Context: an optimization exercise on an open-source flow, tuned for small area, a short achievable clock period and few clock cycles per item. The choices shown serve that exercise and are no tape-out recipe. Where RTL was checked, it was by simulation tests only, not by an equivalence proof against the original. Power and IR drop assume default switching activity.

==> trial 42 <==
==> flow/design.v (excerpt) <==
module Complex_Multiplier (
	input clk,
	input rst,
	input signed  [7:0] Re_in_1,
	input signed  [7:0] Im_in_1,
	input signed  [7:0] Re_in_2,
	input signed  [7:0] Im_in_2,
	input signed  [1:0] data_valid_in,
	output signed [15:0] Re_out,
	output signed [15:0] Im_out,
	output signed [1:0] data_valid_out
);
export LEC_CHECK = 0
export CAP_MARGIN = 20
export CORE_MARGIN = 2
export CORE_UTILIZATION = 60
export CTS_BUF_LIST = sky130_fd_sc_hd__clkbuf_4 sky130_fd_sc_hd__clkbuf_8
export SETUP_SLACK_MARGIN = 1.0
export SLEW_MARGIN = 20
export SYNTH_HIERARCHICAL = 1
create_clock -name core_clock -period 5.0 [get_ports {clk}]
standard.sh (not shown) runs the stock make flow with config.mk's settings and CLKGATE_MAP_FILE= SYNTH_SCRIPT=/design/flow/synth_recipe.tcl, a recipe that flattens the netlist after the stock synthesis.
==> flow/flow/run.sh <==
#!/bin/bash
# The standard ORFS flow (standard.sh) with two changes:
#  - port buffers are sky130_fd_sc_hd__buf_2 cells instead of the default
#    delay buffers;
#  - before floorplanning, combinational cells start at drive strength 1
#    (flow/downsize.tcl); the flow's repair steps upsize where needed.
# Each tool's log stays under orfs/logs/; make's own output goes to run_make.log.
set -euo pipefail
here=$(pwd)
bash standard.sh \
  "BUFFER_PORTS_ARGS=-buffer_cell sky130_fd_sc_hd__buf_2" \
  "PRE_FLOORPLAN_TCL=$here/flow/downsize.tcl" \
  finish > run_make.log 2>&1
==> flow/flow/downsize.tcl <==
# PRE_FLOORPLAN hook: start every combinational cell of the synthesized netlist
# at drive strength 1; the flow's own repair steps upsize cells where timing
# or slew needs it. Flip-flops keep the cell synthesis gave them.
set n_down 0
foreach inst [get_cells *] {
  set ref [get_property $inst ref_name]
  if { [regexp {^(sky130_fd_sc_hd__[a-z0-9]+)_([0-9]+)$} $ref -> base size] } {
    if { $size <= 1 || [string match "*__df*" $base] || [string match "*__conb*" $base] } {
      continue
    }
    set cand [get_lib_cells -quiet */${base}_1]
    if { [llength $cand] > 0 } {
      replace_cell $inst [lindex $cand 0]
      incr n_down
    }
  }
}
puts "downsize.tcl: $n_down cells set to drive strength 1"
==> inputs of build 91, as changes to trial 42 <==
CORE_UTILIZATION = 75   (was 60)
SETUP_SLACK_MARGIN = 1.2   (was 1.0)
==> notes <==
In synthesized cell count, build 91 and trial 42 do not differ.
Trial 42 went through all stages and came out clean. Build 91 produced a clean layout.
Flip-flop and latch count is the same in trial 42 and build 91.
Between build 91 and trial 42, the lower combinational power is in trial 42 (gap 14%, measured against trial 42).
Against build 91, the clock power of trial 42 is lower by about 30%.
Wire length: trial 42 is smaller than build 91 (about 28%).
==> figures <==
RSZ-0062 raised after global routing: build 91 true; trial 42 false
Final std cells w/o fill: build 91 930; trial 42 924
Outcome: build 91 complete, no violations; trial 42 complete, no violations
Std-Cell Core Area: build 91 9330 µm²; trial 42 12,000 µm²
Wire length on met1: build 91 7890 µm; trial 42 7540 µm
Power density normalized to cell area: build 91 612 nW/µm²; trial 42 567 nW/µm²
Number of global-route vias before repair: build 91 6,761; trial 42 5,690
Slew @ Worst Pin: build 91 0.771 ns; trial 42 0.728 ns
Power dissipated by switching net loads: build 91 2.48 mW; trial 42 2.09 mW
Max FO, Critical Path: build 91 13; trial 42 14
Drt first-iter violations: build 91 1,061; trial 42 479
Overall track demand over capacity in global routing: build 91 42.3%; trial 42 29.0%
Function was not checked in any run of this note: the RTL went through the layout flow alone.


==> amber: inputs <==
Another version of the RTL of Complex_Multiplier (not shown whole).
Settings: LEC_CHECK=0, CAP_MARGIN=20, CORE_MARGIN=2, CORE_UTILIZATION=40, CTS_BUF_LIST=sky130_fd_sc_hd__clkbuf_4 sky130_fd_sc_hd__clkbuf_8, SETUP_SLACK_MARGIN=1.2, SLEW_MARGIN=20, SYNTH_HIERARCHICAL=1; clock period 5.0 ns.
Scripts as last shown in full above: flow/flow/run.sh, flow/flow/downsize.tcl
==> tundra: changes against amber <==
--- a/flow/design.v
+++ b/flow/design.v
@@ -451,4 +451,31 @@
   assign nz = ~(y1 & y0 & ym) & (y1 | y0 | ym);
 endmodule
+module cm_bencp (input y1, input y0, input ym, output one, output two, output nz, output ne);
+  assign one = y0 ^ ym;
+  assign two = (y1 & ~y0 & ~ym) | (~y1 & y0 & ym);
+  assign nz = ~(y1 & y0 & ym) & (y1 | y0 | ym);
+  assign ne = y1 & ~(y0 & ym);
+endmodule
+module cm_bencm (input y1, input y0, input ym, output one, output two, output nz, output ne);
+  assign one = y0 ^ ym;
+  assign two = (y1 & ~y0 & ~ym) | (~y1 & y0 & ym);
+  assign nz = ~(y1 & y0 & ym) & (y1 | y0 | ym);
+  assign ne = ~y1 & (y0 | ym);
+endmodule
+module cm_benc0p (input y1, input y0, output one, output two, output nz, output ne);
+  assign one = y0;
+  assign two = y1 & ~y0;
+  assign nz = y1 | y0;
+  assign ne = y1;
+endmodule
+module cm_benc0m (input y1, input y0, output one, output two, output nz, output ne);
+  assign one = y0;
+  assign two = y1 & ~y0;
+  assign nz = y1 | y0;
+  assign ne = ~y1 & y0;
+endmodule
+module cm_bsel1n (input e, input x, input n, output p);
+  assign p = ~((e & x) ^ n);
+endmodule
 module cm_benc0 (input y1, input y0, output one, output two, output nz);
   assign one = y0;
@@ -456,4 +483,13 @@
   assign nz = y1 | y0;
 endmodule
+module cm_ao21 (input a, input b, input c, output y);
+  assign y = (a & b) | c;
+endmodule
+module cm_and2 (input a, input b, output y);
+  assign y = a & b;
+endmodule
+module cm_xor2 (input a, input b, output y);
+  assign y = a ^ b;
+endmodule
 module cm_ha (input a, input b, output s, output co);
   assign s = a ^ b;
==> flow/flow/run.sh (replaced) <==
#!/bin/bash
# The standard ORFS flow (standard.sh) with these changes:
#  - port buffers are sky130_fd_sc_hd__buf_1 cells instead of the default
#    delay buffers;
#  - before floorplanning, combinational cells start at drive strength 1
#    (flow/downsize.tcl); the flow's repair steps upsize where needed;
#  - extra make variables, one per line, from flow/make_args.txt if present.
# Each tool's log stays under orfs/logs/; make's own output goes to run_make.log.
set -euo pipefail
here=$(pwd)
extra=()
if [[ -f flow/make_args.txt ]]; then
  while IFS= read -r line; do
    [[ -n "$line" ]] && extra+=("$line")
  done < flow/make_args.txt
fi
bash standard.sh \
  "BUFFER_PORTS_ARGS=-buffer_cell sky130_fd_sc_hd__buf_1" \
  "PRE_FLOORPLAN_TCL=$here/flow/downsize.tcl" \
  "${extra[@]}" \
  finish > run_make.log 2>&1
- CORE_UTILIZATION: 40 -> 60
==> comparison <==
Sequential share of layout area is about the same in amber and tundra. Of tundra and amber, amber has the higher die area (gap about 32%, measured against amber). amber produced a clean layout. tundra completed with no timing, DRC or antenna violations. Of amber and tundra, tundra has the higher global-route usage (gap 11 points). In tundra the cell count is smaller than in amber, by 6.1%.
Testbench counts of amber, summed over its fixed seeds: cycles 2,400, items 2,400.
Only the layout flow was run in tundra; the RTL was not checked for function there.

-- re-timing with driven ports --
The flow's constraints put no driver on any port. The routed layouts listed below were extracted and timed again, unchanged, in two steps. Step 1, drivers: a clkbuf_16 drives clk and a buf_2 each remaining input, both assumed. Step 2 moves the port delays by t, midway between the first and last clock arrival at a register: inputs arrive t later, outputs are due t later. That takes back most of the time a late clock gives input paths. Slacks: ideal ports / drivers / drivers and shift; pairs: ideal ports / drivers.
run	t, ns	setup WS [ns]	hold slack, ns	slew at the worst register clock pin (ns)
trial 42	0.389	1.113 / 1.127 / 0.738	0.789 / 0.775 / 1.164	0.07 / 0.07
build 91	0.381	1.102 / 1.056 / 0.676	0.805 / 0.801 / 1.182	0.08 / 0.08
amber	0.394	1.276 / 1.279 / 0.885	0.787 / 0.777 / 1.170	0.07 / 0.07
tundra	0.399	1.273 / 1.271 / 0.872	0.777 / 0.769 / 1.168	0.07 / 0.07
After both steps every run listed still meets setup and hold. For build 91, which loses most, drivers alone change the setup slack by -0.046 ns; drivers and shift together by -0.426 ns.
